From an optimization exercise on the open Yosys and OpenROAD flow, aimed at small area; shortcuts taken in it are not production practice. RTL that was checked went through simulation tests only; none was proved equivalent to the original. Function not checked in runs 1 and 2: the RTL went through the layout flow alone. Power is estimated from default activity; no workload was simulated.

==> flow/design.v <==
module soc_riscv_core
(
    input  logic               clk,
    input  logic               rst,
    input  logic [31:0]        core_instr_RDATA,
    input  logic               core_instr_RVALID,
    output logic               core_instr_RREADY,
    input  logic               core_instr_ARREADY,
    output logic [31:0]        core_instr_ARADDR,
    output logic               core_instr_ARVALID,
    output logic [31:0]        core_data_ARADDR,
    output logic               core_data_ARVALID,
    input  logic               core_data_ARREADY,
    output logic               core_data_RREADY,
    input  logic [31:0]        core_data_RDATA,
    input  logic               core_data_RVALID,
    output logic [31:0]        core_data_AWADDR,
    output logic               core_data_AWVALID,
    input  logic               core_data_AWREADY,
    output logic [31:0]        core_data_WDATA,
    input  logic               core_data_WREADY,
    output logic               core_data_WVALID
);
    logic [31:0] instr;
    logic [6:0]  opc;
    logic [2:0]  f3;
    logic        f7z, f7s;
    assign instr = core_instr_RDATA;
    assign opc   = instr[6:0];
    assign f3    = instr[14:12];
    assign f7z   = (instr[31:25] == 7'b0000000);
    assign f7s   = (instr[31:25] == 7'b0100000);
    logic is_op, is_opimm, is_lui, is_auipc, is_br, is_load, is_store, is_jalr, is_jal;
    assign is_op    = (opc == 7'b0110011);
    assign is_opimm = (opc == 7'b0010011);
    assign is_lui   = (opc == 7'b0110111);
    assign is_auipc = (opc == 7'b0010111);
    assign is_br    = (opc == 7'b1100011);
    assign is_load  = (opc == 7'b0000011);
    assign is_store = (opc == 7'b0100011);
    assign is_jalr  = (opc == 7'b1100111) & (f3 == 3'b000);
    assign is_jal   = (opc == 7'b1101111);
    logic mem_op, is_branch, is_jump, reg_wr;
    assign mem_op    = is_load | is_store;
    assign is_branch = is_br | is_jalr | is_jal;
    assign is_jump   = is_jalr | is_jal;
    assign reg_wr    = is_op | is_opimm | is_lui | is_auipc;
    logic [31:0] imm_i, imm_s, imm_b, imm_u, imm_j;
    assign imm_i = {{20{instr[31]}}, instr[31:20]};
    assign imm_s = {{20{instr[31]}}, instr[31:25], instr[11:7]};
    assign imm_b = {{19{instr[31]}}, instr[31], instr[7], instr[30:25], instr[11:8], 1'b0};
    assign imm_u = {instr[31:12], 12'b0};
    assign imm_j = {{11{instr[31]}}, instr[31], instr[19:12], instr[20], instr[30:21], 1'b0};
    logic [31:0] rs1, rs2;
    logic        rf_we;
    logic [4:0]  rf_addr;
    logic [31:0] rf_data;
    logic        ph;
    always_ff @(posedge clk) ph <= ~ph;
    logic [31:0] wdp;
    assign wdp = rf_data ^ {32{ph}};
    logic [31:1] we, wen, s1, s2;
    logic [991:0] rq, rd;
    always_ff @(posedge clk) rq <= rd;
    logic ph1, ph2;
    assign ph1 = ph & (instr[19:15] != 5'd0);
    assign ph2 = ph & (instr[24:20] != 5'd0);
    genvar gi, gb;
    generate
        for (gi = 1; gi < 32; gi++) begin : g_row
            assign we[gi]  = rf_we & (rf_addr == gi);
            assign wen[gi] = ~we[gi];
            assign s1[gi]  = (instr[19:15] == gi);
            assign s2[gi]  = (instr[24:20] == gi);
            for (gb = 0; gb < 32; gb++) begin : g_bit
                rf_cell u_c (.a1(we[gi]), .a2(rq[(gi-1)*32+gb]), .b1(wen[gi]), .b2(wdp[gb]),
                             .y(rd[(gi-1)*32+gb]));
            end
        end
        for (gb = 0; gb < 32; gb++) begin : g_rd
            logic [10:0] t1, t2;
            for (gi = 0; gi < 10; gi++) begin : g_grp
                rd3 u_r1 (.a1(s1[3*gi+1]), .a2(rq[(3*gi)*32+gb]),
                          .b1(s1[3*gi+2]), .b2(rq[(3*gi+1)*32+gb]),
                          .c1(s1[3*gi+3]), .c2(rq[(3*gi+2)*32+gb]), .y(t1[gi]));
                rd3 u_r2 (.a1(s2[3*gi+1]), .a2(rq[(3*gi)*32+gb]),
                          .b1(s2[3*gi+2]), .b2(rq[(3*gi+1)*32+gb]),
                          .c1(s2[3*gi+3]), .c2(rq[(3*gi+2)*32+gb]), .y(t2[gi]));
            end
            assign t1[10] = ~(s1[31] & rq[30*32+gb]);
            assign t2[10] = ~(s2[31] & rq[30*32+gb]);
            assign rs1[gb] = ~(&t1) ^ ph1;
            assign rs2[gb] = ~(&t2) ^ ph2;
        end
    endgenerate
    logic        f_arvalid, f_rready, mstall, pwe;
    logic [29:0] f_araddr;
    logic [31:0] cur_pc, pc;
    logic [1:0]  ifu_state;
    logic [31:0] cur_pc4, pc4;
    assign cur_pc4 = cur_pc + 32'd4;
    assign pc4     = pc + 32'd4;
    logic [31:0] opa, opb, sum;
    always_comb begin
        opa = 32'd0;
        if (is_op | is_opimm | is_load | is_store | is_jalr) opa = rs1;
        else if (is_auipc | is_br | is_jal)                    opa = cur_pc;
        opb = imm_i;
        if (is_op)                  opb = rs2;
        else if (is_store)          opb = imm_s;
        else if (is_lui | is_auipc) opb = imm_u;
        else if (is_br)             opb = imm_b;
        else if (is_jal)            opb = imm_j;
    end
    assign sum = opa + opb;
    logic [31:0] xb;
    logic [32:0] diff;
    assign xb   = is_opimm ? imm_i : rs2;
    assign diff = {1'b0, rs1} - {1'b0, xb};
    logic lt, ltu, eq;
    assign lt  = diff[31];
    assign ltu = diff[32];
    assign eq  = (rs1 == rs2);
    logic [4:0] shamt;
    assign shamt = is_op ? rs2[4:0] : instr[24:20];
    logic sel_add, sel_sub, sel_slt, sel_sltu, sel_xor, sel_or, sel_and, sel_sll, sel_srl, sel_sra;
    logic rr;   
    assign rr       = (is_op & f7z) | is_opimm;
    assign sel_add  = (is_op & f7z & f3 == 3'd0) | (is_opimm & f3 == 3'd0) | is_lui | is_auipc
                    | is_br | is_load | is_store | is_jalr | is_jal;
    assign sel_sub  = is_op & f7s & (f3 == 3'd0);
    assign sel_slt  = rr & (f3 == 3'd2);
    assign sel_sltu = rr & (f3 == 3'd3);
    assign sel_xor  = rr & (f3 == 3'd4);
    assign sel_or   = rr & (f3 == 3'd6);
    assign sel_and  = rr & (f3 == 3'd7);
    assign sel_sll  = (is_op | is_opimm) & f7z & (f3 == 3'd1);
    assign sel_srl  = (is_op | is_opimm) & f7z & (f3 == 3'd5);
    assign sel_sra  = (is_op | is_opimm) & f7s & (f3 == 3'd5);
    logic [31:0] shin, shr, shl_out;
    logic        fill;
    assign fill = instr[30] & rs1[31];
    genvar gs;
    generate
        for (gs = 0; gs < 32; gs++) begin : g_rev
            assign shin[gs]    = instr[14] ? rs1[gs] : rs1[31-gs];
            assign shl_out[gs] = shr[31-gs];
        end
    endgenerate
    logic [63:0] shx;
    assign shx = {{32{fill}}, shin} >> shamt;
    assign shr = shx[31:0];
    logic [31:0] ex_out;
    always_comb begin
        ex_out = 32'd0;
        if (sel_add)  ex_out = sum;
        if (sel_sub)  ex_out = diff[31:0];
        if (sel_slt)  ex_out = {31'd0, lt};
        if (sel_sltu) ex_out = {31'd0, ltu};
        if (sel_xor)  ex_out = rs1 ^ opb;
        if (sel_or)   ex_out = rs1 | opb;
        if (sel_and)  ex_out = rs1 & opb;
        if (sel_sll)  ex_out = shl_out;
        if (sel_srl | sel_sra) ex_out = shr;
    end
    logic cmp;
    assign cmp = f3[2] ? ((f3[1] ? ltu : lt) ^ f3[0]) : (eq ^ (f3[0] & ~f3[1]));
    logic [31:0] new_pc;
    assign new_pc = (is_br & ~cmp) ? cur_pc4 : sum;
    logic [1:0]  ls_state;
    logic [31:0] wds, asy;
    logic        rsync, osync;
    assign rsync = ~(csync[2] & (csync[1] | csync[0]));
    logic [4:0]  rdsync;
    logic [2:0]  csync;
    logic        d_arvalid, d_rready, awvalid, wvalid;
    logic [29:0] d_araddr, awaddr;
    logic [31:0] wdata;
    logic [2:0] mem_control;
    always_comb begin
        mem_control = 3'd0;
        if (is_load) begin
            case (f3)
                3'b001: mem_control = 3'd2;
                3'b010: mem_control = 3'd4;
                3'b100: mem_control = 3'd1;
                3'b101: mem_control = 3'd3;
                default: mem_control = 3'd0;
            endcase
        end else if (is_store) begin
            case (f3)
                3'b000: mem_control = 3'd5;
                3'b001: mem_control = 3'd6;
                3'b010: mem_control = 3'd7;
                default: mem_control = 3'd0;
            endcase
        end
    end
    logic mem_read;
    assign mem_read = ~(mem_control[2] & (mem_control[1] | mem_control[0]));
    logic [31:0] st_data;
    logic [1:0]  sa;
    assign sa = sum[1:0];
    always_comb begin
        st_data = 32'd0;
        case (mem_control)
            3'd5: st_data = {24'd0, rs2[7:0]} << {sa, 3'b000};
            3'd6: case (sa)
                    2'd0: st_data = {16'd0, rs2[15:0]};
                    2'd1: st_data = {8'd0, rs2[15:0], 8'd0};
                    2'd2: st_data = {rs2[15:0], 16'd0};
                    default: st_data = {rs2[7:0], 24'd0};
                  endcase
            3'd7: case (sa)
                    2'd0: st_data = rs2;
                    2'd1: st_data = {rs2[31:8], 8'd0};
                    2'd2: st_data = {rs2[31:16], 16'd0};
                    default: st_data = {rs2[31:24], 24'd0};
                  endcase
            default: st_data = 32'd0;
        endcase
    end
    logic [31:0] sh_rd, ld_data;
    logic [1:0]  la;
    assign la    = asy[1:0];
    assign sh_rd = core_data_RDATA >> {la, 3'b000};
    always_comb begin
        ld_data = 32'd0;
        case (csync)
            3'd0: ld_data = {{24{sh_rd[7]}}, sh_rd[7:0]};
            3'd1: ld_data = {24'd0, sh_rd[7:0]};
            3'd2: ld_data = (la == 2'd3) ? {{24{sh_rd[7]}}, sh_rd[7:0]} : {{16{sh_rd[15]}}, sh_rd[15:0]};
            3'd3: ld_data = {16'd0, sh_rd[15:0]};
            3'd4: ld_data = sh_rd;
            default: ld_data = 32'd0;
        endcase
    end
    always_comb begin
        rf_we   = 1'b0;
        rf_data = 32'd0;
        rf_addr = 5'd0;
        if (rsync & core_data_RVALID) begin
            rf_we   = 1'b1;
            rf_data = ld_data;
            rf_addr = rdsync;
        end
        if (reg_wr & ~osync) begin
            rf_we   = 1'b1;
            rf_data = ex_out;
            rf_addr = instr[11:7];
        end else if (is_jump) begin
            rf_we   = 1'b1;
            rf_data = cur_pc4;
            rf_addr = instr[11:7];
        end
    end
    logic fetch_stall;
    assign fetch_stall = mem_op | osync;
    logic [31:0] pc_write;
    assign pc_write = mstall ? cur_pc4 : cur_pc;
    always_ff @(posedge clk) begin
        if (!rst) begin
            f_arvalid <= 1'b0;
            f_araddr  <= 30'd0;
            f_rready  <= 1'b0;
            mstall    <= 1'b0;
            pwe       <= 1'b0;
            cur_pc    <= 32'd0;
        end else if (fetch_stall) begin
            f_arvalid <= 1'b0;
            f_araddr  <= cur_pc[31:2];
            f_rready  <= 1'b0;
            pwe       <= 1'b1;
            mstall    <= 1'b1;
        end else if (mstall) begin
            mstall    <= 1'b0;
            cur_pc    <= pc4;
            pwe       <= 1'b1;
        end else if (core_instr_ARREADY & f_arvalid) begin
            f_rready  <= 1'b1;
            f_arvalid <= 1'b0;
            pwe       <= 1'b0;
        end else if (f_rready & core_instr_RVALID) begin
            f_rready  <= 1'b0;
            pwe       <= 1'b0;
        end else if (is_branch) begin
            f_arvalid <= 1'b0;
            pwe       <= 1'b0;
        end else if (core_instr_ARREADY) begin
            f_arvalid <= 1'b1;
            f_araddr  <= pc[31:2];
            cur_pc    <= pc;
            pwe       <= 1'b0;
        end
    end
    always_ff @(posedge clk) begin
        case (ifu_state)
            2'b00:   pc <= pwe ? pc_write : 32'd0;
            2'b01:   pc <= pwe ? pc_write : pc;
            2'b11:   pc <= pwe ? pc_write : pc4;
            default: pc <= pwe ? pc_write : (is_branch ? new_pc : pc4);
        endcase
    end
    always_ff @(posedge clk) begin
        if (!rst) ifu_state <= 2'b00;
        else case (ifu_state)
            2'b00:   ifu_state <= 2'b10;
            2'b01:   if (core_instr_RVALID) ifu_state <= 2'b10;
            2'b11:   ifu_state <= 2'b01;
            default: ifu_state <= is_branch ? 2'b11 : 2'b01;
        endcase
    end
    assign core_instr_ARADDR  = {2'b00, f_araddr};
    assign core_instr_ARVALID = f_arvalid;
    assign core_instr_RREADY  = f_rready;
    always_ff @(posedge clk) begin
        if (!rst) ls_state <= 2'b00;
        else case (ls_state)
            2'b00:   if (mem_op) ls_state <= mem_read ? 2'b01 : 2'b10;
            2'b01:   if (core_data_RVALID) ls_state <= 2'b00;
            2'b10:   if (wvalid) ls_state <= 2'b00;
            default: ls_state <= 2'b00;
        endcase
    end
    always_ff @(posedge clk) begin
        if (ls_state == 2'b00) begin
            wds    <= st_data;
            asy    <= {sum[31:2], ex_out[1:0]};
            osync  <= mem_op;
            rdsync <= instr[11:7];
            csync  <= mem_control;
        end
    end
    always_ff @(posedge clk) begin
        if (!rst) begin
            d_arvalid <= 1'b0;
            d_araddr  <= 30'd0;
            d_rready  <= 1'b0;
        end else if (core_data_ARREADY & d_arvalid & rsync & osync) begin
            d_rready  <= 1'b1;
            d_arvalid <= 1'b0;
        end else if (d_rready & core_data_RVALID & rsync & osync) begin
            d_rready  <= 1'b0;
        end else if (core_data_ARREADY & rsync & osync) begin
            d_arvalid <= 1'b1;
            d_araddr  <= asy[31:2];
        end else begin
            d_arvalid <= 1'b0;
        end
    end
    always_ff @(posedge clk) begin
        if (!rst) begin
            awvalid <= 1'b0;
            awaddr  <= 30'd0;
            wvalid  <= 1'b0;
            wdata   <= 32'd0;
        end else if (core_data_AWREADY & awvalid & ~rsync & osync) begin
            wvalid  <= 1'b1;
            awvalid <= 1'b0;
        end else if (core_data_WREADY & wvalid & ~rsync & osync) begin
            wvalid  <= 1'b0;
            wdata   <= wds;
        end else if (core_data_AWREADY & ~rsync & osync) begin
            awvalid <= 1'b1;
            awaddr  <= asy[31:2];
        end else begin
            awvalid <= 1'b0;
            awaddr  <= 30'd0;
            wvalid  <= 1'b0;
            wdata   <= 32'd0;
        end
    end
    assign core_data_ARADDR  = {2'b00, d_araddr};
    assign core_data_ARVALID = d_arvalid;
    assign core_data_RREADY  = d_rready;
    assign core_data_AWADDR  = {2'b00, awaddr};
    assign core_data_AWVALID = awvalid;
    assign core_data_WDATA   = wdata;
    assign core_data_WVALID  = wvalid;
endmodule
module rf_cell (input logic a1, a2, b1, b2, output logic y);
    assign y = ~((a1 | a2) & (b1 | b2));
endmodule
module rd3 (input logic a1, a2, b1, b2, c1, c2, output logic y);
    assign y = ~((a1 & a2) | (b1 & b2) | (c1 & c2));
endmodule
==> flow/run.sh <==
#!/bin/bash
# synth_recipe.tcl (not shown) runs the flow's synth.tcl, then flattens the netlist and writes it again
# the make line also repeats each setting of config.mk as NAME=value (left out here)
make -C /OpenROAD-flow-scripts/flow DESIGN_CONFIG=/design/flow/config.mk WORK_HOME=/design/flow/orfs CLKGATE_MAP_FILE= SYNTH_SCRIPT=/design/flow/synth_recipe.tcl finish
==> flow/config.mk <==
export PLATFORM = sky130hd
export DESIGN_NAME = soc_riscv_core
export DESIGN_NICKNAME = soc_riscv_core
export VERILOG_FILES = /design/flow/design.v
export SDC_FILE = /design/flow/constraint.sdc
export NUM_CORES = 4
export LEC_CHECK = 0
export CAP_MARGIN = 0
export CORE_MARGIN = 2
export CORE_UTILIZATION = 40
export CTS_CLUSTER_DIAMETER = 90
export CTS_CLUSTER_SIZE = 25
export GPL_TIMING_DRIVEN = 0
export SLEW_MARGIN = 0
export SYNTH_HIERARCHICAL = 1
==> flow/constraint.sdc <==
create_clock -name core_clock -period 12.0 [get_ports {clk}]
set_input_delay 2.4000 -clock core_clock [delete_from_list [all_inputs] [get_ports {clk}]]
set_output_delay 2.4000 -clock core_clock [all_outputs]
set_load 0.01 [all_outputs]
==> impl_metrics.py, run 1 <==
metrics = {
    "yosys": {
        "synth_adder_area_share_pct": 2.66,
        "synth_most_common_cell": "sky130_fd_sc_hd__dfxtp_1",
        "synth_enable_flop_cells": 105,
        "synth_compound_gate_area_share_pct": 32.9,
        "ys_types": 92,
        "avgSynthCellArea_sq_um": 9.15,
        "async_reset_ff_share_pct": 0,
        "synth_top_family_by_area": "compound AO/OA/AOI/OAI gates",
        "synth_cells": 6801,
        "synth.top_cell.area_share_pct": 37.3,
        "post_synth_simple_gate_area_pct": 13.9,
        "synth_top_cells_by_count": "sky130_fd_sc_hd__dfxtp_1, sky130_fd_sc_hd__o22ai_1, sky130_fd_sc_hd__a222oi_1, sky130_fd_sc_hd__nand2_1, sky130_fd_sc_hd__nor2_1",
        "synth_area_leaders": "sky130_fd_sc_hd__dfxtp_1, sky130_fd_sc_hd__o22ai_1, sky130_fd_sc_hd__a222oi_1",
        "muxShareOfSynthArea_pct": 2.19,
        "synthXorXnorAreaFrac_pct": 3.01,
        "ys.warnings.count": 7,
        "mappedNetlistArea_sq_um": 62200,
        "synth_top_area_cell": "sky130_fd_sc_hd__dfxtp_1",
        "ys_ff_latch": 1264,
        "synthFlopType": "sky130_fd_sc_hd__dfxtp_1",
        "post_synthesis_sequential_area_ratio_pct": 42.4,
    },
    "sta": {
        "worst-slew-pin-transition_ns": 1.64,
        "fin_skew_ns": 0.0418,
        "period_minus_slack_ns": 12.29,
        "setup_tns_ns": -9.86,
        "setup_viol_count_final": 122,
        "final.setup.worst_slack_ns": -0.288,
        "final_min_period_over_clock_period_pct": 102,
        "timing.final.max_slew_violations": 34,
        "fmax_mhz": 81.4,
        "timing_hold_violations_final": 0,
        "relSlewSlack_pct": -10.4,
    },
    "hold_path": {
        "min_path_type": "reg2reg",
        "hold_path.startpoint": "wdata[24]",
    },
    "grt": {
        "grt.overflow.total": 0,
        "grt_antenna_before_repair": 27,
        "grt.total_usage_pct": 45.5,
        "grt_max_degree": 37,
        "grt_pass1_vias": 64088,
        "first_pass_grt_wire_length_mm": 514,
    },
    "placed_design": {
        "place.port_buffers": 191,
        "detailedPlacementHpwl_mm": 275,
        "dp_cells": 9197,
        "routabilityCongestion": 1.09,
    },
    "routing": {
        "detailedRoute.firstPassIterationCount": 17,
        "dr_vias_cell": 7.56,
        "wl_per_cell_um": 40.6,
        "route.vias.total": 70420,
        "drc": 0,
        "detail_route_antenna_nets": 0,
        "drt-total-wl_mm": 378,
        "initialDrtViolationCount": 14209,
    },
    "status": {
        "status": "finished with violations",
        "layout.failed_checks": "max-capacitance violations, max-slew violations, negative setup slack",
    },
    "worst_setup_path": {
        "critical_path_required_ns": 12.57,
        "end_kind": "register",
        "setup.worst_path.start": "core_instr_RDATA[20]",
        "crit_type": "in2reg",
        "timing.critical_path.fanout_max": 19,
        "rr_worst_depth": 23,
        "worstPathArrival_ns": 12.86,
        "critical_path.endpoint": "rq[379]",
        "crit-reg2reg-capture": "rq[379]",
        "start_kind": "primary input",
        "timing.rr.start": "ph",
        "timing.reg2reg.setup_slack_ns": 3.07,
    },
    "clocking": {
        "tritoncts": "done",
        "cts.root.buffer_cell": "sky130_fd_sc_hd__clkbuf_16",
        "cts_buffers": 68,
        "clock_insertion_delay_worst_skew_ns": 0.75,
        "htree_num_levels": 3,
        "hold_fix_buffer_count_after_cts": 0,
        "clock_pin_slew_on_the_worst_setup_and_hold_paths_ns": 0.10,
        "max-clock-path-buffers": 3,
        "clock-sinks": 1264,
    },
    "floorplan": {
        "io-pin-count": 206,
        "num_rows": 144,
        "dieHeight_um": 398,
        "floorplan.die_area_sq_um": 159000,
        "dieWidth_um": 398,
        "floorplan.core_area_sq_um": 154000,
        "initial_utilization_pct": 40.3,
    },
    "finish": {
        "layout_cell_share_with_drive_strength_beyond_1_pct": 8.38,
        "net_count_final": 7431,
        "number_of_standard_cells_in_the_layout_taps_in_and_fillers_out": 9313,
        "flow.area_growth_from_synthesis_pct": 17.4,
    },
    "power_and_ir_drop": {
        "internal_power_mw": 7.57,
        "p_leak_nw": 26.3,
        "netSwitchingFraction_pct": 39.7,
        "power.share.combinational_pct": 32.2,
        "power-per-cell-area_nw_per_um2": 172,
        "clockPowerShare_pct": 21.6,
        "net_switching_mw": 4.98,
        "seq_power_share_pct": 46.2,
        "vdd_ir_drop_max_uv": 120,
    },
    "flow_run": {
        "max_cap_viol_count": 9,
    },
}
critical path, cell delays in order:
cell	delay [ns]
sky130_fd_sc_hd__clkdlybuf4s50_1	0.61
sky130_fd_sc_hd__buf_2	0.49
sky130_fd_sc_hd__nand2b_2	0.54
sky130_fd_sc_hd__nor2_4	0.21
sky130_fd_sc_hd__buf_16	0.24
sky130_fd_sc_hd__a222oi_1	0.39
sky130_fd_sc_hd__nand4_1	0.47
sky130_fd_sc_hd__nor3_1	1.38
sky130_fd_sc_hd__a21oi_1	0.32
sky130_fd_sc_hd__nor2_1	0.59
sky130_fd_sc_hd__nand2_1	0.12
sky130_fd_sc_hd__o21ai_1	0.61
sky130_fd_sc_hd__ha_1	0.38
sky130_fd_sc_hd__and3_1	0.19
sky130_fd_sc_hd__and2_1	0.15
sky130_fd_sc_hd__a21boi_0	0.47
sky130_fd_sc_hd__o21ai_0	0.25
sky130_fd_sc_hd__nand3b_1	0.18
sky130_fd_sc_hd__xor2_1	0.42
sky130_fd_sc_hd__a21oi_1	0.18
sky130_fd_sc_hd__a2111oi_2	0.68
sky130_fd_sc_hd__o21ai_0	0.30
sky130_fd_sc_hd__xnor2_2	0.58
sky130_fd_sc_hd__buf_8	0.25
sky130_fd_sc_hd__buf_8	0.22
sky130_fd_sc_hd__o22ai_1	0.13
per-layer routing:
metal,part of all wire [%],global-route usage (%),up-vias
li1,-,-,28962
met1,35,53.0,34368
met2,42,68.6,5593
met3,13,14.0,1475
met4,11,38.0,22
met5,0.063,0.484,-
per-module statistics from Yosys, one instance, submodules excluded:
module	cell area (sq um)	copies in the design	cells inside	flops+latches
rf_cell	6.26	992	1	0
rd3	10.0	640	1	0
soc_riscv_core	49600	1	5169	1264
per-stage QoR:
stage / total power, mW / setup WS [ns] / area [sq um] / util (%) / hold WS, ns
4_1_cts: 12.2 / 0.0120 / 72800 / 47.2 / 0.459
6_report: 12.5 / -0.288 / 73000 / 47.4 / 0.454
3_3_place_gp: 9.41 / -8.07 / 66700 / 43.2 / 0.445
3_5_place_dp: 9.60 / -1.96 / 70600 / 45.8 / 0.446
5_1_grt: 12.8 / -0.00187 / 73000 / 47.3 / 0.467
2_1_floorplan: 7.73 / 1.25 / 62200 / - / 0.445
layout by cell type (no fill, tap or decap), types with 33 or more instances in the layout:
cell                                 n
sky130_fd_sc_hd__dfxtp_1          1159
sky130_fd_sc_hd__o22ai_1          1032
sky130_fd_sc_hd__a222oi_1          642
sky130_fd_sc_hd__nand2_1           564
sky130_fd_sc_hd__a21oi_1           355
sky130_fd_sc_hd__nor2_1            323
sky130_fd_sc_hd__clkbuf_1          229
sky130_fd_sc_hd__clkdlybuf4s50_1   191
sky130_fd_sc_hd__nand3_1           185
sky130_fd_sc_hd__o21ai_0           179
sky130_fd_sc_hd__ha_1              129
sky130_fd_sc_hd__nand4_1           128
sky130_fd_sc_hd__and3_1            106
sky130_fd_sc_hd__edfxtp_1          105
sky130_fd_sc_hd__inv_1             102
sky130_fd_sc_hd__xnor2_1            98
sky130_fd_sc_hd__mux2i_1            92
sky130_fd_sc_hd__xor2_1             84
sky130_fd_sc_hd__a211oi_1           78
sky130_fd_sc_hd__o211ai_1           77
sky130_fd_sc_hd__clkbuf_16          69
sky130_fd_sc_hd__nor4_1             68
sky130_fd_sc_hd__nor3_1             61
sky130_fd_sc_hd__nor2_4             61
sky130_fd_sc_hd__a22oi_1            56
sky130_fd_sc_hd__buf_12             49
sky130_fd_sc_hd__buf_2              48
sky130_fd_sc_hd__buf_16             47
sky130_fd_sc_hd__or2_2              46
sky130_fd_sc_hd__and2_1             44
sky130_fd_sc_hd__buf_8              44
sky130_fd_sc_hd__a31oi_1            40
sky130_fd_sc_hd__a21o_1             40
sky130_fd_sc_hd__or4_1              35
sky130_fd_sc_hd__a22o_1             33
sky130_fd_sc_hd__a311oi_1           33
sky130_fd_sc_hd__mux2_2             33
power groups by stage:
stage               Sequential, mW  Clock, mW  Combinational (mW)
finish                        5.80       2.71                4.04
global route                  5.89       2.84                4.08
CTS                           5.76       2.71                3.77
detailed placement            5.85          0                3.75
global placement              5.81          0                3.61
floorplan                     5.69          0                2.05
how the worst min path moves through the flow:
stage / cells after the start / endpoint
finish: 2 / wdata[24]
global route: 2 / d_araddr[22]
CTS: 2 / d_araddr[4]
floorplan: 1 / ls_state[1]
global placement: 2 / wdata[6]
detailed placement: 2 / d_araddr[4]
kinds of logic (layout without fill, tap and decap cells):
group | count (synthesis) | in the layout
compound gates | 2815 | 2815
xor+xnor | 214 | 214
fa+ha+maj | 131 | 131
buf+inv | 451 | 899
flops | 1264 | 1264
mux | 130 | 130
other cells | 1 | 21
simple gates | 1795 | 1795
state kept, by name, summed over array words and instances, names as in the netlist, 3 cells and up:
| signal | cells |
|---|---|
| cur_pc | 32 |
| rq | 992 |
| rdsync | 5 |
| pc | 32 |
| wds | 32 |
| wdata | 32 |
| asy | 32 |
| csync | 3 |
| f_araddr | 30 |
| awaddr | 30 |
| d_araddr | 30 |
repair_timing:
item | in CTS | in global routing
endpoints found under the setup margin | 510 | 571
buffers inserted | 0 | 5
resized for setup | 30 | 34
cloned | 0 | 0
pin swaps | 0 | 7
final cells by class:
type / instances / area (sq um)
Sequential cell: 1264 / 26400
Fill cell: 14954 / 81200
Clock inverter: 17 / 303
Inverter: 134 / 503
Antenna cell: 15 / 37.5
Timing Repair Buffer: 353 / 5030
Buffer: 316 / 1340
Clock buffer: 79 / 1780
Multi-Input combinational cell: 5091 / 35100
Tap cell: 2044 / 2560
==> inputs of run 2 (changes only) <==
--- a/flow/config.mk
+++ b/flow/config.mk
@@ -5,11 +5,10 @@
 export SDC_FILE = /design/flow/constraint.sdc
 export NUM_CORES = 4
 export LEC_CHECK = 0
-export CAP_MARGIN = 0
+export CAP_MARGIN = 20
 export CORE_MARGIN = 2
 export CORE_UTILIZATION = 40
 export CTS_CLUSTER_DIAMETER = 90
 export CTS_CLUSTER_SIZE = 25
-export GPL_TIMING_DRIVEN = 0
-export SLEW_MARGIN = 0
+export SLEW_MARGIN = 20
 export SYNTH_HIERARCHICAL = 1
==> run 2 against run 1 <==
Effect of this change:
- now clean on timing, DRC and antenna
- setup slack better by 1.1 ns
- area after synthesis stayed put
- combinational power shrank 8.9%
- total power fell by 1.9%
- synthesized cell count did not move
- die area unchanged
- clock skew grew 0.026 ns
- worst hold slack hardly changed
- maximum frequency is 9.9% higher
- final area shrank 2.1%
- critical endpoint is now rq[987]
==> impl_metrics.py, run 2 <==
metrics = {
    "status": {
        "status": "finished clean",
    },
    "routing": {
        "drt-total-wl_mm": 335,
        "drc": 0,
        "detail_route_antenna_nets": 0,
        "initialDrtViolationCount": 14402,
        "wl_per_cell_um": 36.3,
        "dr_vias_cell": 7.52,
        "detailedRoute.firstPassIterationCount": 15,
        "route.vias.total": 69433,
    },
    "finish": {
        "max_flop_register": "rq",
        "layout_cell_share_with_drive_strength_beyond_1_pct": 9.82,
        "nFillCells": 14956,
        "largest_register_ff_count": 992,
        "most-common-layout-cells": "sky130_fd_sc_hd__dfxtp_1, sky130_fd_sc_hd__o22ai_1, sky130_fd_sc_hd__a222oi_1",
        "net_count_final": 7333,
        "flow.area_growth_from_synthesis_pct": 15.0,
        "layout_commonest_cell": "sky130_fd_sc_hd__dfxtp_1",
    },
    "clocking": {
        "clock_insertion_delay_worst_skew_ns": 0.79,
        "max-clock-path-buffers": 3,
        "cts_buffers": 68,
        "clock_pin_slew_on_the_worst_setup_and_hold_paths_ns": 0.10,
        "post_cts_setup_buffer_count": 0,
        "cts_repair_resize_count": 0,
        "htree_num_levels": 3,
        "clock-sinks": 1264,
        "hold_fix_buffer_count_after_cts": 0,
        "cts.root.buffer_cell": "sky130_fd_sc_hd__clkbuf_16",
        "tritoncts": "done",
    },
    "yosys": {
        "mappedNetlistArea_sq_um": 62200,
        "synth_top_cells_by_count": "sky130_fd_sc_hd__dfxtp_1, sky130_fd_sc_hd__o22ai_1, sky130_fd_sc_hd__a222oi_1, sky130_fd_sc_hd__nand2_1, sky130_fd_sc_hd__nor2_1",
        "async_reset_ff_share_pct": 0,
        "synth_enable_flop_cells": 105,
        "synth.top_cell.area_share_pct": 37.3,
        "avgSynthCellArea_sq_um": 9.15,
        "post_synthesis_sequential_area_ratio_pct": 42.4,
        "ys_ff_latch": 1264,
        "ys_types": 92,
        "synthFlopType": "sky130_fd_sc_hd__dfxtp_1",
        "synth_area_leaders": "sky130_fd_sc_hd__dfxtp_1, sky130_fd_sc_hd__o22ai_1, sky130_fd_sc_hd__a222oi_1",
        "synth_most_common_cell": "sky130_fd_sc_hd__dfxtp_1",
        "synth_top_area_cell": "sky130_fd_sc_hd__dfxtp_1",
        "ys.warnings.count": 7,
        "synth_cells": 6801,
    },
    "sta": {
        "setup_viol_count_final": 0,
        "setup_tns_ns": 0,
        "period_minus_slack_ns": 11.18,
        "unrepaired_setup_endpoints_after_global_routing": "no",
        "timing_hold_violations_final": 0,
        "fmax_mhz": 89.5,
        "worst-slew-pin-transition_ns": 1.27,
        "final_min_period_over_clock_period_pct": 93.2,
        "fin_skew_ns": 0.0676,
        "relSlewSlack_pct": 15.1,
        "final.setup.worst_slack_ns": 0.822,
        "timing.final.max_slew_violations": 0,
    },
    "floorplan": {
        "dieWidth_um": 398,
        "num_rows": 144,
        "floorplan.core_area_sq_um": 154000,
        "io-pin-count": 206,
        "dieHeight_um": 398,
        "floorplan.die_area_sq_um": 159000,
        "initial_utilization_pct": 40.3,
    },
    "placed_design": {
        "place.port_buffers": 199,
        "pre_cts_slack_ns": 0.747,
        "detailedPlacementHpwl_mm": 236,
        "routabilityCongestion": 1.13,
    },
    "hold_path": {
        "min_path_type": "reg2reg",
    },
    "grt": {
        "grt_pass1_vias": 61852,
        "grt.overflow.total": 0,
        "grt_antenna_before_repair": 30,
        "grt.total_usage_pct": 40.1,
        "grt_max_degree": 88,
        "first_pass_grt_wire_length_mm": 464,
    },
    "worst_setup_path": {
        "worstPathArrival_ns": 11.77,
        "worstPathBufferInverterCount": 4,
        "path_delay_family": "simple AND/OR/NAND/NOR gates",
        "start_kind": "primary input",
        "crit_path_top_delay_cell": "sky130_fd_sc_hd__nand2b_1",
        "crit_type": "in2reg",
        "crit_path_frequent_cell": "sky130_fd_sc_hd__o21ai_0",
        "timing.critical_path.fanout_max": 31,
        "end_kind": "register",
        "critPathMaxStageDelay_ns": 1.02,
        "critical_path_required_ns": 12.59,
    },
    "power_and_ir_drop": {
        "p_leak_nw": 26.3,
        "vdd_ir_drop_max_uv": 140,
        "power-per-cell-area_nw_per_um2": 172,
    },
    "flow_run": {
        "max_cap_viol_count": 0,
    },
}
## run 2: changes by cell type in the layout (fill, tap and decap cells not counted), moves of 44 or more
cell / change
sky130_fd_sc_hd__buf_4: +315
sky130_fd_sc_hd__buf_2: -47
sky130_fd_sc_hd__clkbuf_1: -223
sky130_fd_sc_hd__buf_16: -47
sky130_fd_sc_hd__nor2_2: +45
sky130_fd_sc_hd__buf_8: -44
## run 2: final timing paths
kind,startpoint,end,slack [ns],depth (start not counted)
worst max register to register,rq[100],rq[987],4.39,22
worst min register to register,wdata[1],wdata[1],0.45,2
worst max-delay path,core_instr_RDATA[20],rq[987],0.82,25
worst min-delay path,wdata[1],wdata[1],0.45,2
## run 2: layout make-up
type	instances	area, sq um	area share [%]
well taps	2044	2560	3.58
clock buffers	78	1780	2.49
clock inverters	23	458	0.640
repair buffers	571	5180	7.24
multi-input cells	5091	34600	48.4
flip-flops and latches	1264	26400	36.8
diodes	23	57.6	0.0805
inverters	134	505	0.707
## run 2: power by group
| group | internal, mW | switching (mW) | total [mW] | leakage [nW] |
|---|---|---|---|---|
| logic | 1.39 | 2.29 | 3.68 | 14.0 |
| clock network | 1.17 | 1.61 | 2.78 | 1.07 |
| registers | 5.12 | 0.722 | 5.85 | 11.2 |
| total | 7.68 | 4.62 | 12.3 | 26.3 |
## run 2: cell families after synthesis
| group | after synthesis | synth area share [%] |
|---|---|---|
| adder cells (fa/ha/maj) | 131 | 2.66 |
| multiplexers | 130 | 2.19 |
| other | 1 | 0.00603 |
| AND/OR/NAND/NOR | 1795 | 13.9 |
| XOR/XNOR | 214 | 3.01 |
| buffers and inverters | 451 | 2.96 |
| AO/OA/AOI/OAI | 2815 | 32.9 |
| flip-flops | 1264 | 42.4 |
## run 2: worst register-to-register path, stage by stage (launching register included)
cell                        delay, ns
sky130_fd_sc_hd__dfxtp_1         0.34
sky130_fd_sc_hd__a222oi_1        0.82
sky130_fd_sc_hd__nand4_1         0.58
sky130_fd_sc_hd__nor3_1          0.42
sky130_fd_sc_hd__a21oi_1         0.24
sky130_fd_sc_hd__or2_2           0.53
sky130_fd_sc_hd__a2111oi_0       0.57
sky130_fd_sc_hd__buf_4           0.23
sky130_fd_sc_hd__ha_1            0.28
sky130_fd_sc_hd__o211a_1         0.22
sky130_fd_sc_hd__a211oi_1        0.43
sky130_fd_sc_hd__a211o_1         0.19
sky130_fd_sc_hd__a21boi_0        0.17
sky130_fd_sc_hd__o21ai_0         0.35
sky130_fd_sc_hd__nand3b_1        0.17
sky130_fd_sc_hd__xor2_1          0.40
sky130_fd_sc_hd__a21oi_1         0.12
sky130_fd_sc_hd__a2111oi_0       0.40
sky130_fd_sc_hd__buf_4           0.20
sky130_fd_sc_hd__o21ai_0         0.14
sky130_fd_sc_hd__xnor2_2         0.23
sky130_fd_sc_hd__buf_12          0.25
sky130_fd_sc_hd__o22ai_1         0.20
## run 2: metrics by stage
step	hold WS (ns)	area (sq um)	utilization [%]	power, mW	cells
floorplan	0.445	62200	-	7.73	6806
global placement	0.438	69200	44.9	9.28	9104
detailed placement	0.445	69200	44.9	9.35	9104
CTS	0.458	71500	46.3	12.1	9205
global route	0.479	71500	46.3	12.6	9205
finish	0.455	71500	46.4	12.3	9228
## run 2: Yosys stat by module, one instance, submodules excluded
module	area [sq um]	flops+latches
rd3	10.0	0
rf_cell	6.26	0
soc_riscv_core	49600	1264
## run 2: metal layers
metal | share of wire, % | vias up | track usage (%)
met5 | 0.11 | - | 1.18
met4 | 9.0 | 22 | 28.4
met3 | 15 | 1293 | 14.9
met2 | 40 | 5885 | 57.0
met1 | 35 | 33456 | 49.5
li1 | - | 28777 | -
==> inputs of run 3 (changes only) <==
--- a/flow/design.v
+++ b/flow/design.v
@@ -137,20 +137,9 @@
     assign sel_sll  = (is_op | is_opimm) & f7z & (f3 == 3'd1);
     assign sel_srl  = (is_op | is_opimm) & f7z & (f3 == 3'd5);
     assign sel_sra  = (is_op | is_opimm) & f7s & (f3 == 3'd5);
-    logic [31:0] shin, shr, shl_out;
-    logic        fill;
-    assign fill = instr[30] & rs1[31];
-    genvar gs;
-    generate
-        for (gs = 0; gs < 32; gs++) begin : g_rev
-            assign shin[gs]    = instr[14] ? rs1[gs] : rs1[31-gs];
-            assign shl_out[gs] = shr[31-gs];
-        end
-    endgenerate
-    logic [63:0] shx;
-    assign shx = {{32{fill}}, shin} >> shamt;
-    assign shr = shx[31:0];
     logic [31:0] ex_out;
+    logic signed [31:0] rs1s;
+    assign rs1s = rs1;
     always_comb begin
         ex_out = 32'd0;
         if (sel_add)  ex_out = sum;
@@ -160,8 +149,9 @@
         if (sel_xor)  ex_out = rs1 ^ opb;
         if (sel_or)   ex_out = rs1 | opb;
         if (sel_and)  ex_out = rs1 & opb;
-        if (sel_sll)  ex_out = shl_out;
-        if (sel_srl | sel_sra) ex_out = shr;
+        if (sel_sll)  ex_out = rs1 << shamt;
+        if (sel_srl)  ex_out = rs1 >> shamt;
+        if (sel_sra)  ex_out = rs1s >>> shamt;
     end
     logic cmp;
     assign cmp = f3[2] ? ((f3[1] ? ltu : lt) ^ f3[0]) : (eq ^ (f3[0] & ~f3[1]));
@@ -170,7 +160,6 @@
     logic [1:0]  ls_state;
     logic [31:0] wds, asy;
     logic        rsync, osync;
-    assign rsync = ~(csync[2] & (csync[1] | csync[0]));
     logic [4:0]  rdsync;
     logic [2:0]  csync;
     logic        d_arvalid, d_rready, awvalid, wvalid;
@@ -325,6 +314,7 @@
     always_ff @(posedge clk) begin
         if (ls_state == 2'b00) begin
             wds    <= st_data;
+            rsync  <= mem_read;
             asy    <= {sum[31:2], ex_out[1:0]};
             osync  <= mem_op;
             rdsync <= instr[11:7];
--- a/flow/config.mk
+++ b/flow/config.mk
@@ -8,7 +8,5 @@
 export CAP_MARGIN = 20
 export CORE_MARGIN = 2
 export CORE_UTILIZATION = 40
-export CTS_CLUSTER_DIAMETER = 90
-export CTS_CLUSTER_SIZE = 25
 export SLEW_MARGIN = 20
 export SYNTH_HIERARCHICAL = 1
==> run 3 against run 2 <==
Effect of this change:
- critical path depth rose by 1
- core utilization grew 1.9 points
- register-to-register slack got worse by 0.69 ns
- combinational power rose by 7.6%
- routed wire length rose by 2.5%
- critical endpoint is now rq[441]
- largest cell class unchanged
- largest power group unchanged
==> impl_metrics.py, run 3 <==
metrics = {
    "worst_setup_path": {
        "timing.critical_path.fanout_max": 32,
        "start_kind": "primary input",
        "critical_path_required_ns": 12.65,
        "end_kind": "register",
        "critPathMaxStageDelay_ns": 1.06,
        "crit-reg2reg-capture": "rq[441]",
        "rr_worst_depth": 22,
        "timing.reg2reg.setup_slack_ns": 3.70,
        "path_delay_family": "compound AO/OA/AOI/OAI gates",
        "crit_type": "in2reg",
        "worstPathArrival_ns": 12.16,
        "worstPathBufferInverterCount": 3,
        "timing.rr.start": "rq[583]",
        "crit_path_top_delay_cell": "sky130_fd_sc_hd__clkdlybuf4s50_1",
    },
    "finish": {
        "largest_register_ff_count": 992,
        "flow.area_growth_from_synthesis_pct": 19.9,
        "most-common-layout-cells": "sky130_fd_sc_hd__dfxtp_1, sky130_fd_sc_hd__o22ai_1, sky130_fd_sc_hd__a222oi_1",
        "design_area_sq_um": 75300,
        "layout_cell_share_with_drive_strength_beyond_1_pct": 11.6,
        "fin_util_pct": 48.2,
        "max_flop_register": "rq",
        "layout_commonest_cell": "sky130_fd_sc_hd__dfxtp_1",
        "net_count_final": 7455,
    },
    "yosys": {
        "synth_cells": 6797,
        "ys.warnings.count": 7,
        "avgSynthCellArea_sq_um": 9.24,
        "synth.top_cell.area_share_pct": 37.0,
        "synth_most_common_cell": "sky130_fd_sc_hd__dfxtp_1",
        "post_synthesis_sequential_area_ratio_pct": 42.0,
        "synth_top_area_cell": "sky130_fd_sc_hd__dfxtp_1",
        "synthFlopType": "sky130_fd_sc_hd__dfxtp_1",
        "ys_ff_latch": 1265,
        "synth_enable_flop_cells": 106,
        "ys_types": 91,
        "synth_area_leaders": "sky130_fd_sc_hd__dfxtp_1, sky130_fd_sc_hd__o22ai_1, sky130_fd_sc_hd__a222oi_1",
        "synth_top_cells_by_count": "sky130_fd_sc_hd__dfxtp_1, sky130_fd_sc_hd__o22ai_1, sky130_fd_sc_hd__a222oi_1, sky130_fd_sc_hd__nand2_1, sky130_fd_sc_hd__nor2_1",
        "async_reset_ff_share_pct": 0,
        "mappedNetlistArea_sq_um": 62800,
    },
    "floorplan": {
        "floorplan.core_area_sq_um": 156000,
        "initial_utilization_pct": 40.2,
        "floorplan.die_area_sq_um": 160000,
        "dieWidth_um": 400,
        "io-pin-count": 206,
        "num_rows": 145,
        "dieHeight_um": 400,
    },
    "power_and_ir_drop": {
        "p_leak_nw": 28.5,
        "vdd_ir_drop_max_uv": 151,
        "power-per-cell-area_nw_per_um2": 190,
    },
    "clocking": {
        "cts_buffers": 140,
        "tritoncts": "done",
        "cts.root.buffer_cell": "sky130_fd_sc_hd__clkbuf_16",
        "max-clock-path-buffers": 3,
        "clock-sinks": 1265,
        "clock_insertion_delay_worst_skew_ns": 0.84,
        "post_cts_setup_buffer_count": 0,
        "cts_repair_resize_count": 0,
        "htree_num_levels": 4,
        "hold_fix_buffer_count_after_cts": 0,
        "clock_pin_slew_on_the_worst_setup_and_hold_paths_ns": 0.05,
    },
    "placed_design": {
        "routabilityCongestion": 1.12,
        "detailedPlacementHpwl_mm": 237,
        "pre_cts_slack_ns": 0.479,
        "placedInstanceArea_sq_um": 70400,
        "place.port_buffers": 199,
    },
    "grt": {
        "grt_max_degree": 75,
        "met2_usage_pct": 61.4,
        "grt.overflow.total": 0,
        "grt_pass1_vias": 64254,
        "met1_usage_pct": 49.1,
        "first_pass_grt_wire_length_mm": 480,
        "grt-busiest-layer": "met2",
        "grt_antenna_before_repair": 35,
        "grtUsageMet3_pct": 13.0,
        "grt.total_usage_pct": 41.2,
    },
    "hold_path": {
        "min_path_type": "reg2reg",
        "worst_hold_path.num_cells": 1,
        "min_to": "wdata[28]",
        "hold_path.startpoint": "wds[28]",
    },
    "flow_run": {
        "max_cap_viol_count": 0,
    },
    "routing": {
        "drc": 0,
        "route.vias.total": 70160,
        "drt-total-wl_mm": 344,
        "dr_vias_cell": 7.43,
        "wl_per_cell_um": 36.4,
        "initialDrtViolationCount": 13734,
        "detailedRoute.firstPassIterationCount": 14,
        "detail_route_antenna_nets": 0,
    },
    "sta": {
        "fin_skew_ns": 0.0851,
        "final_min_period_over_clock_period_pct": 96.0,
        "timing.final.max_slew_violations": 0,
        "fmax_mhz": 86.8,
        "relSlewSlack_pct": 9.93,
        "worst-slew-pin-transition_ns": 1.35,
        "final.setup.worst_slack_ns": 0.482,
        "unrepaired_setup_endpoints_after_global_routing": "no",
        "timing_hold_violations_final": 0,
        "setup_tns_ns": 0,
        "period_minus_slack_ns": 11.52,
        "setup_viol_count_final": 0,
    },
    "status": {
        "status": "finished clean",
    },
}
[run 3: cell type report]
type                       instances  area [sq um]
inverter                         136           510
fill                           14924         80800
clock buffer                     200          4040
sequential                      1265         26400
clock inverter                    47           727
timing repair buffer             633          5620
multi-input combinational       5076         35300
tap                             2058          2570
antenna                           30          75.1
[run 3: cell families after synthesis]
logic type / count (synthesis) / share of synthesized area [%]
compound gates: 2863 / 33.3
xor+xnor: 194 / 2.71
fa+ha+maj: 131 / 2.63
buf+inv: 461 / 2.95
flops: 1265 / 42.0
mux: 210 / 3.41
other cells: 1 / 0.00597
simple gates: 1672 / 12.9
[run 3: worst max-delay path by stage]
stage | startpoint | end | slack, ns | cells past startpoint
floorplan | core_instr_RDATA[21] | rq[118] | 1.95 | 23
global placement | core_instr_RDATA[21] | rq[339] | 0.41 | 26
detailed placement | core_instr_RDATA[21] | rq[179] | 0.48 | 26
CTS | core_instr_RDATA[21] | rq[179] | 1.26 | 26
global route | core_instr_RDATA[15] | rq[473] | 0.45 | 27
finish | core_instr_RDATA[21] | rq[441] | 0.48 | 26
[run 3: per-layer routing]
layer	vias to the layer above	share of wire [%]
met5	-	0.042
met4	24	9.9
met3	1474	13
met2	5752	42
met1	33836	35
li1	29074	-
[run 3: stage by stage]
step	cells	hold slack (ns)	power, mW
floorplan	6802	0.430	7.87
global placement	9165	0.441	9.60
detailed placement	9165	0.441	9.65
CTS	9412	0.422	14.1
global route	9417	0.464	14.7
finish	9445	0.434	14.3
[run 3: power breakdown]
part	switching (mW)	internal (mW)	total, mW
Sequential	0.742	5.16	5.90
Clock	1.93	2.51	4.45
Combinational	2.49	1.47	3.96
[run 3: per-module statistics from Yosys, one instance, submodules excluded]
module	cells	flops+latches	copies in the design	area [sq um]
rd3	1	0	640	10.0
rf_cell	1	0	992	6.26
soc_riscv_core	5165	1265	1	50200
==> inputs of run 4 (changes only) <==
--- a/flow/design.v
+++ b/flow/design.v
@@ -100,58 +100,62 @@
     logic [31:0] cur_pc4, pc4;
     assign cur_pc4 = cur_pc + 32'd4;
     assign pc4     = pc + 32'd4;
+    logic [31:0] xb;
+    assign xb = is_opimm ? imm_i : rs2;
     logic [31:0] opa, opb, sum;
+    logic        cin;
+    assign cin = is_op & instr[30];
     always_comb begin
         opa = 32'd0;
         if (is_op | is_opimm | is_load | is_store | is_jalr) opa = rs1;
         else if (is_auipc | is_br | is_jal)                    opa = cur_pc;
         opb = imm_i;
-        if (is_op)                  opb = rs2;
+        if (is_op)                  opb = rs2 ^ {32{instr[30]}};
         else if (is_store)          opb = imm_s;
         else if (is_lui | is_auipc) opb = imm_u;
         else if (is_br)             opb = imm_b;
         else if (is_jal)            opb = imm_j;
     end
-    assign sum = opa + opb;
-    logic [31:0] xb;
-    logic [32:0] diff;
-    assign xb   = is_opimm ? imm_i : rs2;
-    assign diff = {1'b0, rs1} - {1'b0, xb};
+    logic sum_co;
+    bk_add32 u_add (.a(opa), .b(opb), .cin(cin), .s(sum), .cout(sum_co));
     logic lt, ltu, eq;
-    assign lt  = diff[31];
-    assign ltu = diff[32];
-    assign eq  = (rs1 == rs2);
+    cmp32 u_cmp (.a(rs1), .b(xb), .lt(lt), .ltu(ltu), .eq(eq));
     logic [4:0] shamt;
-    assign shamt = is_op ? rs2[4:0] : instr[24:20];
-    logic sel_add, sel_sub, sel_slt, sel_sltu, sel_xor, sel_or, sel_and, sel_sll, sel_srl, sel_sra;
+    assign shamt = xb[4:0];
+    logic sel_add, sel_slt, sel_sltu, sel_lg, sel_sll, sel_sr;
     logic rr;   
     assign rr       = (is_op & f7z) | is_opimm;
-    assign sel_add  = (is_op & f7z & f3 == 3'd0) | (is_opimm & f3 == 3'd0) | is_lui | is_auipc
+    assign sel_add  = (is_op & (f7z | f7s) & f3 == 3'd0) | (is_opimm & f3 == 3'd0) | is_lui | is_auipc
                     | is_br | is_load | is_store | is_jalr | is_jal;
-    assign sel_sub  = is_op & f7s & (f3 == 3'd0);
     assign sel_slt  = rr & (f3 == 3'd2);
     assign sel_sltu = rr & (f3 == 3'd3);
-    assign sel_xor  = rr & (f3 == 3'd4);
-    assign sel_or   = rr & (f3 == 3'd6);
-    assign sel_and  = rr & (f3 == 3'd7);
+    assign sel_lg   = rr & f3[2] & (f3[1] | ~f3[0]);
     assign sel_sll  = (is_op | is_opimm) & f7z & (f3 == 3'd1);
-    assign sel_srl  = (is_op | is_opimm) & f7z & (f3 == 3'd5);
-    assign sel_sra  = (is_op | is_opimm) & f7s & (f3 == 3'd5);
+    assign sel_sr   = (is_op | is_opimm) & (f7z | f7s) & (f3 == 3'd5);
+    logic [31:0] lg;
+    assign lg = f3[1] ? (f3[0] ? (rs1 & xb) : (rs1 | xb)) : (rs1 ^ xb);
+    logic [31:0] shin, shr, shl_out;
+    logic        fill;
+    assign fill = instr[30] & rs1[31];
+    genvar gs;
+    generate
+        for (gs = 0; gs < 32; gs++) begin : g_rev
+            assign shin[gs]    = instr[14] ? rs1[gs] : rs1[31-gs];
+            assign shl_out[gs] = shr[31-gs];
+        end
+    endgenerate
+    logic [63:0] shx;
+    assign shx = {{32{fill}}, shin} >> shamt;
+    assign shr = shx[31:0];
     logic [31:0] ex_out;
-    logic signed [31:0] rs1s;
-    assign rs1s = rs1;
     always_comb begin
         ex_out = 32'd0;
         if (sel_add)  ex_out = sum;
-        if (sel_sub)  ex_out = diff[31:0];
         if (sel_slt)  ex_out = {31'd0, lt};
         if (sel_sltu) ex_out = {31'd0, ltu};
-        if (sel_xor)  ex_out = rs1 ^ opb;
-        if (sel_or)   ex_out = rs1 | opb;
-        if (sel_and)  ex_out = rs1 & opb;
-        if (sel_sll)  ex_out = rs1 << shamt;
-        if (sel_srl)  ex_out = rs1 >> shamt;
-        if (sel_sra)  ex_out = rs1s >>> shamt;
+        if (sel_lg)   ex_out = lg;
+        if (sel_sll)  ex_out = shl_out;
+        if (sel_sr)   ex_out = shr;
     end
     logic cmp;
     assign cmp = f3[2] ? ((f3[1] ? ltu : lt) ^ f3[0]) : (eq ^ (f3[0] & ~f3[1]));
@@ -160,6 +164,7 @@
     logic [1:0]  ls_state;
     logic [31:0] wds, asy;
     logic        rsync, osync;
+    assign rsync = ~(csync[2] & (csync[1] | csync[0]));
     logic [4:0]  rdsync;
     logic [2:0]  csync;
     logic        d_arvalid, d_rready, awvalid, wvalid;
@@ -314,7 +319,6 @@
     always_ff @(posedge clk) begin
         if (ls_state == 2'b00) begin
             wds    <= st_data;
-            rsync  <= mem_read;
             asy    <= {sum[31:2], ex_out[1:0]};
             osync  <= mem_op;
             rdsync <= instr[11:7];
@@ -374,3 +378,116 @@
 module rd3 (input logic a1, a2, b1, b2, c1, c2, output logic y);
     assign y = ~((a1 & a2) | (b1 & b2) | (c1 & c2));
 endmodule
+module bk_add32 (input logic [31:0] a, b, input logic cin, output logic [31:0] s, output logic cout);
+    logic [31:0] g, p;
+    assign p = a ^ b;
+    assign g = {a[31:1] & b[31:1], (a[0] & b[0]) | (p[0] & cin)};
+    logic [31:0] G1, P1, G2, P2, G3, P3, G4, P4, G5, P5;
+    genvar i;
+    generate
+        for (i = 0; i < 32; i++) begin : l1
+            if (i % 2 == 1) begin : n
+                assign G1[i] = g[i] | (p[i] & g[i-1]);
+                assign P1[i] = p[i] & p[i-1];
+            end else begin : w
+                assign G1[i] = g[i];
+                assign P1[i] = p[i];
+            end
+        end
+        for (i = 0; i < 32; i++) begin : l2
+            if (i % 4 == 3) begin : n
+                assign G2[i] = G1[i] | (P1[i] & G1[i-2]);
+                assign P2[i] = P1[i] & P1[i-2];
+            end else begin : w
+                assign G2[i] = G1[i];
+                assign P2[i] = P1[i];
+            end
+        end
+        for (i = 0; i < 32; i++) begin : l3
+            if (i % 8 == 7) begin : n
+                assign G3[i] = G2[i] | (P2[i] & G2[i-4]);
+                assign P3[i] = P2[i] & P2[i-4];
+            end else begin : w
+                assign G3[i] = G2[i];
+                assign P3[i] = P2[i];
+            end
+        end
+        for (i = 0; i < 32; i++) begin : l4
+            if (i % 16 == 15) begin : n
+                assign G4[i] = G3[i] | (P3[i] & G3[i-8]);
+                assign P4[i] = P3[i] & P3[i-8];
+            end else begin : w
+                assign G4[i] = G3[i];
+                assign P4[i] = P3[i];
+            end
+        end
+        for (i = 0; i < 32; i++) begin : l5
+            if (i == 31) begin : n
+                assign G5[i] = G4[i] | (P4[i] & G4[15]);
+                assign P5[i] = P4[i] & P4[15];
+            end else begin : w
+                assign G5[i] = G4[i];
+                assign P5[i] = P4[i];
+            end
+        end
+    endgenerate
+    logic [31:0] C;
+    generate
+        for (i = 0; i < 32; i++) begin : ds
+            if (i == 0 || i == 1 || i == 3 || i == 7 || i == 15 || i == 31) begin : d0
+                assign C[i] = G5[i];
+            end else if (i == 23) begin : d1
+                assign C[i] = G5[i] | (P5[i] & C[15]);
+            end else if (i % 8 == 7) begin : d2
+                assign C[i] = G5[i] | (P5[i] & C[i-8]);
+            end else if (i % 4 == 3) begin : d3
+                assign C[i] = G5[i] | (P5[i] & C[i-4]);
+            end else if (i % 2 == 1) begin : d4
+                assign C[i] = G5[i] | (P5[i] & C[i-2]);
+            end else begin : d5
+                assign C[i] = G5[i] | (P5[i] & C[i-1]);
+            end
+        end
+    endgenerate
+    assign s    = p ^ {C[30:0], cin};
+    assign cout = C[31];
+endmodule
+module cmp32 (input logic [31:0] a, b, output logic lt, ltu, eq);
+    logic [31:0] g, p;
+    assign g = a & ~b;
+    assign p = ~(a ^ b);
+    logic [15:0] g1, p1;
+    logic [7:0]  g2, p2;
+    logic [3:0]  g3, p3;
+    logic [1:0]  g4, p4;
+    genvar i;
+    generate
+        for (i = 0; i < 16; i++) begin : t1
+            assign g1[i] = g[2*i+1] | (p[2*i+1] & g[2*i]);
+            assign p1[i] = p[2*i+1] & p[2*i];
+        end
+        for (i = 0; i < 8; i++) begin : t2
+            assign g2[i] = g1[2*i+1] | (p1[2*i+1] & g1[2*i]);
+            assign p2[i] = p1[2*i+1] & p1[2*i];
+        end
+        for (i = 0; i < 4; i++) begin : t3
+            assign g3[i] = g2[2*i+1] | (p2[2*i+1] & g2[2*i]);
+            assign p3[i] = p2[2*i+1] & p2[2*i];
+        end
+        for (i = 0; i < 2; i++) begin : t4
+            assign g4[i] = g3[2*i+1] | (p3[2*i+1] & g3[2*i]);
+            assign p4[i] = p3[2*i+1] & p3[2*i];
+        end
+    endgenerate
+    logic c32;
+    assign c32 = g4[1] | (p4[1] & (g4[0] | p4[0]));
+    assign eq  = p4[1] & p4[0];
+    logic [2:0] gx, px;
+    assign gx[0] = g3[2] | (p3[2] & (g4[0] | p4[0]));        
+    assign gx[1] = g2[6] | (p2[6] & gx[0]);                 
+    assign gx[2] = g1[14] | (p1[14] & gx[1]);               
+    logic c31;
+    assign c31 = g[30] | (p[30] & gx[2]);
+    assign ltu = ~c32;
+    assign lt  = ~(a[31] ^ b[31]) ^ c31;
+endmodule
==> flow/flow/run.sh (new file) <==
#!/bin/bash
set -euo pipefail
export BUFFER_PORTS_ARGS="-buffer_cell sky130_fd_sc_hd__buf_1"
export RECOVER_POWER=100
bash standard.sh > standard_flow.log 2>&1
==> flow/standard.sh (new file) <==
#!/bin/bash
# synth_recipe.tcl (not shown) runs the flow's synth.tcl, then flattens the netlist and writes it again
# the make line also repeats each setting of config.mk as NAME=value (left out here)
make -C /OpenROAD-flow-scripts/flow DESIGN_CONFIG=/design/flow/config.mk WORK_HOME=/design/flow/orfs CLKGATE_MAP_FILE= SYNTH_SCRIPT=/design/flow/synth_recipe.tcl "${@:-finish}"
--- a/flow/config.mk
+++ b/flow/config.mk
@@ -8,5 +8,7 @@
 export CAP_MARGIN = 20
 export CORE_MARGIN = 2
 export CORE_UTILIZATION = 40
+export CTS_CLUSTER_DIAMETER = 90
+export CTS_CLUSTER_SIZE = 25
 export SLEW_MARGIN = 20
 export SYNTH_HIERARCHICAL = 1
removed: flow/run.sh
==> run 4 against run 3 <==
Effect of this change:
- the layout now fails its checks (max-capacitance violations, max-slew violations)
- setup slack improved by 0.084 ns
- routed wire length shrank 10%
- total power is 17% lower
- final cell count is 7.4% lower
- sequential share of layout area grew 4.2 points
- die area down 4.2%
- worst hold slack better by 0.023 ns
- critical path type unchanged
==> impl_metrics.py, run 4 <==
metrics = {
    "finish": {
        "largest_register_ff_count": 992,
        "layout_cell_share_with_drive_strength_beyond_1_pct": 8.10,
        "max_flop_register": "rq",
        "net_count_final": 6918,
        "area.sequential_sq_um": 26400,
        "layout_commonest_cell": "sky130_fd_sc_hd__dfxtp_1",
        "nFillCells": 14724,
        "fin_util_pct": 44.8,
        "most-common-layout-cells": "sky130_fd_sc_hd__dfxtp_1, sky130_fd_sc_hd__o22ai_1, sky130_fd_sc_hd__a222oi_1",
        "flow.area_growth_from_synthesis_pct": 11.5,
        "multi_input_area_sq_um": 32500,
    },
    "power_and_ir_drop": {
        "p_leak_nw": 23.7,
        "vdd_ir_drop_max_uv": 143,
        "power-per-cell-area_nw_per_um2": 178,
        "total_power_mw": 11.9,
    },
    "sta": {
        "fmax_mhz": 87.5,
        "relSlewSlack_pct": -201,
        "fin_skew_ns": 0.0500,
        "final_min_period_over_clock_period_pct": 95.3,
        "unrepaired_setup_endpoints_after_global_routing": "no",
        "worst-slew-pin-transition_ns": 4.52,
        "setup_tns_ns": 0,
        "setup_viol_count_final": 0,
        "period_minus_slack_ns": 11.43,
        "timing.final.max_slew_violations": 631,
        "timing_hold_violations_final": 0,
    },
    "yosys": {
        "ys.warnings.count": 7,
        "mappedNetlistArea_sq_um": 60100,
        "avgSynthCellArea_sq_um": 9.37,
        "synth_cells": 6419,
    },
    "placed_design": {
        "routabilityCongestion": 1.06,
        "place.port_buffers": 199,
        "detailedPlacementHpwl_mm": 214,
    },
    "floorplan": {
        "floorplan.core_area_sq_um": 150000,
        "num_rows": 142,
        "initial_utilization_pct": 40.2,
        "dieHeight_um": 392,
        "floorplan.die_area_sq_um": 153000,
        "io-pin-count": 206,
        "dieWidth_um": 392,
    },
    "routing": {
        "drc": 0,
        "initialDrtViolationCount": 12558,
        "drt-total-wl_mm": 309,
        "wl_per_cell_um": 35.3,
        "dr_vias_cell": 7.34,
        "detailedRoute.firstPassIterationCount": 14,
        "detail_route_antenna_nets": 0,
        "route.vias.total": 64212,
    },
    "clocking": {
        "clock-sinks": 1264,
        "cts_buffers": 68,
        "cts.root.buffer_cell": "sky130_fd_sc_hd__clkbuf_16",
        "tritoncts": "done",
        "cts_repair_resize_count": 0,
        "max-clock-path-buffers": 3,
        "clock_pin_slew_on_the_worst_setup_and_hold_paths_ns": 0.10,
        "htree_num_levels": 3,
        "post_cts_setup_buffer_count": 0,
        "hold_fix_buffer_count_after_cts": 0,
        "clock_insertion_delay_worst_skew_ns": 0.76,
    },
    "flow_run": {
        "max_cap_viol_count": 13,
    },
    "grt": {
        "grt_max_degree": 100,
        "first_pass_grt_wire_length_mm": 431,
        "grt_pass1_vias": 58513,
        "grt_antenna_before_repair": 19,
        "grt.overflow.total": 0,
        "grt.total_usage_pct": 38.4,
    },
    "worst_setup_path": {
        "end_kind": "register",
        "timing.critical_path.fanout_max": 31,
        "worstPathArrival_ns": 12.01,
        "critical_path_required_ns": 12.58,
        "start_kind": "primary input",
        "crit_type": "in2reg",
    },
    "status": {
        "status": "finished with violations",
        "layout.failed_checks": "max-capacitance violations, max-slew violations",
    },
    "hold_path": {
        "min_path_type": "reg2reg",
    },
}
## run 4: path summary, 6_finish.rpt
| kind | start | to | slack, ns | cells past startpoint |
|---|---|---|---|---|
| worst min register to register | d_araddr[8] | d_araddr[8] | 0.46 | 2 |
| worst max register to register | ph | pc[5] | 3.44 | 21 |
| worst max-delay path | core_instr_RDATA[19] | rq[304] | 0.57 | 25 |
| worst min-delay path | d_araddr[8] | d_araddr[8] | 0.46 | 2 |
## run 4: area by class of cell
class	instances	share of cell area, %
clock inverters	22	0.511
multi-input cells	4698	48.5
repair buffers	499	4.38
clock buffers	75	2.58
inverters	171	0.959
well taps	2016	3.76
diodes	5	0.0187
flip-flops and latches	1264	39.3
## run 4: power by group
group	internal [mW]	leakage [nW]	switching (mW)
Clock	1.09	1.00	1.58
Combinational	1.20	11.5	2.11
Sequential	5.18	11.2	0.764
Total	7.47	23.7	4.46
## run 4: worst max-delay path, stage by stage
cell and delay [ns]:
sky130_fd_sc_hd__clkbuf_1 0.65, sky130_fd_sc_hd__or2_0 1.07, sky130_fd_sc_hd__nor2_2 0.54, sky130_fd_sc_hd__a222oi_1 0.43, sky130_fd_sc_hd__nand4_1 0.26, sky130_fd_sc_hd__nor3_1 0.79
sky130_fd_sc_hd__nand2_1 0.14, sky130_fd_sc_hd__xnor2_1 0.77, sky130_fd_sc_hd__a22o_1 0.29, sky130_fd_sc_hd__inv_1 0.06, sky130_fd_sc_hd__fa_1 0.41, sky130_fd_sc_hd__inv_1 0.08
sky130_fd_sc_hd__fa_1 0.21, sky130_fd_sc_hd__a211oi_1 0.11, sky130_fd_sc_hd__o211ai_2 0.25, sky130_fd_sc_hd__a21boi_2 0.13, sky130_fd_sc_hd__o21a_4 0.25, sky130_fd_sc_hd__o31ai_4 0.24
sky130_fd_sc_hd__fa_1 0.61, sky130_fd_sc_hd__a221oi_1 0.67, sky130_fd_sc_hd__a311oi_1 0.12, sky130_fd_sc_hd__o311ai_1 0.36, sky130_fd_sc_hd__xnor2_1 0.37, sky130_fd_sc_hd__buf_4 0.53
sky130_fd_sc_hd__o22ai_1 0.16
## run 4: layer usage
metal / vias up / global-route usage [%] / share of wire, %
li1: 26988 / - / -
met1: 31269 / 46.3 / 36
met2: 4722 / 56.8 / 42
met3: 1211 / 11.2 / 13
met4: 22 / 31.0 / 10
met5: - / 0.191 / 0.045
## run 4: per-stage QoR
step	cells	hold slack, ns	setup slack [ns]	cell area (sq um)
after CTS	8742	0.460	1.79	67300
after floorplan	6424	0.432	1.28	60200
after global placement	8643	0.440	1.01	65200
after global routing	8746	0.476	0.635	67000
final	8750	0.457	0.565	67100
after detailed placement	8645	0.447	1.01	65200

## separate check: timing with driven ports
How much do the figures lean on ideal ports? The routed layouts below were timed once more, with nothing changed but the port constraints.
Step 1 assumes that a clkbuf_16 drives the clock port and a buf_2 every other input.
Step 2 also shifts input and output timing later by t, the mid clock arrival at the registers, as if the neighbouring blocks saw the same clock.
a / b / c = ideal / step 1 / step 2; a / b = the first two.
run	t (ns)	setup WS [ns]	hold slack, ns	worst data-port slew with drivers (ns)	cell pins on the clock port's net
run 1	0.814	-0.288 / -0.238 / -1.052	0.454 / 0.454 / 0.454	0.06	1
run 2	0.829	0.822 / 0.864 / 0.035	0.455 / 0.455 / 0.455	0.08	1
run 3	0.878	0.482 / 0.534 / -0.344	0.434 / 0.434 / 0.434	0.16	1
run 4	0.825	0.565 / 0.611 / -0.214	0.457 / 0.457 / 0.457	0.07	1
For run 3, which loses most, drivers alone change the setup slack by +0.052 ns; drivers and shift together by -0.826 ns.
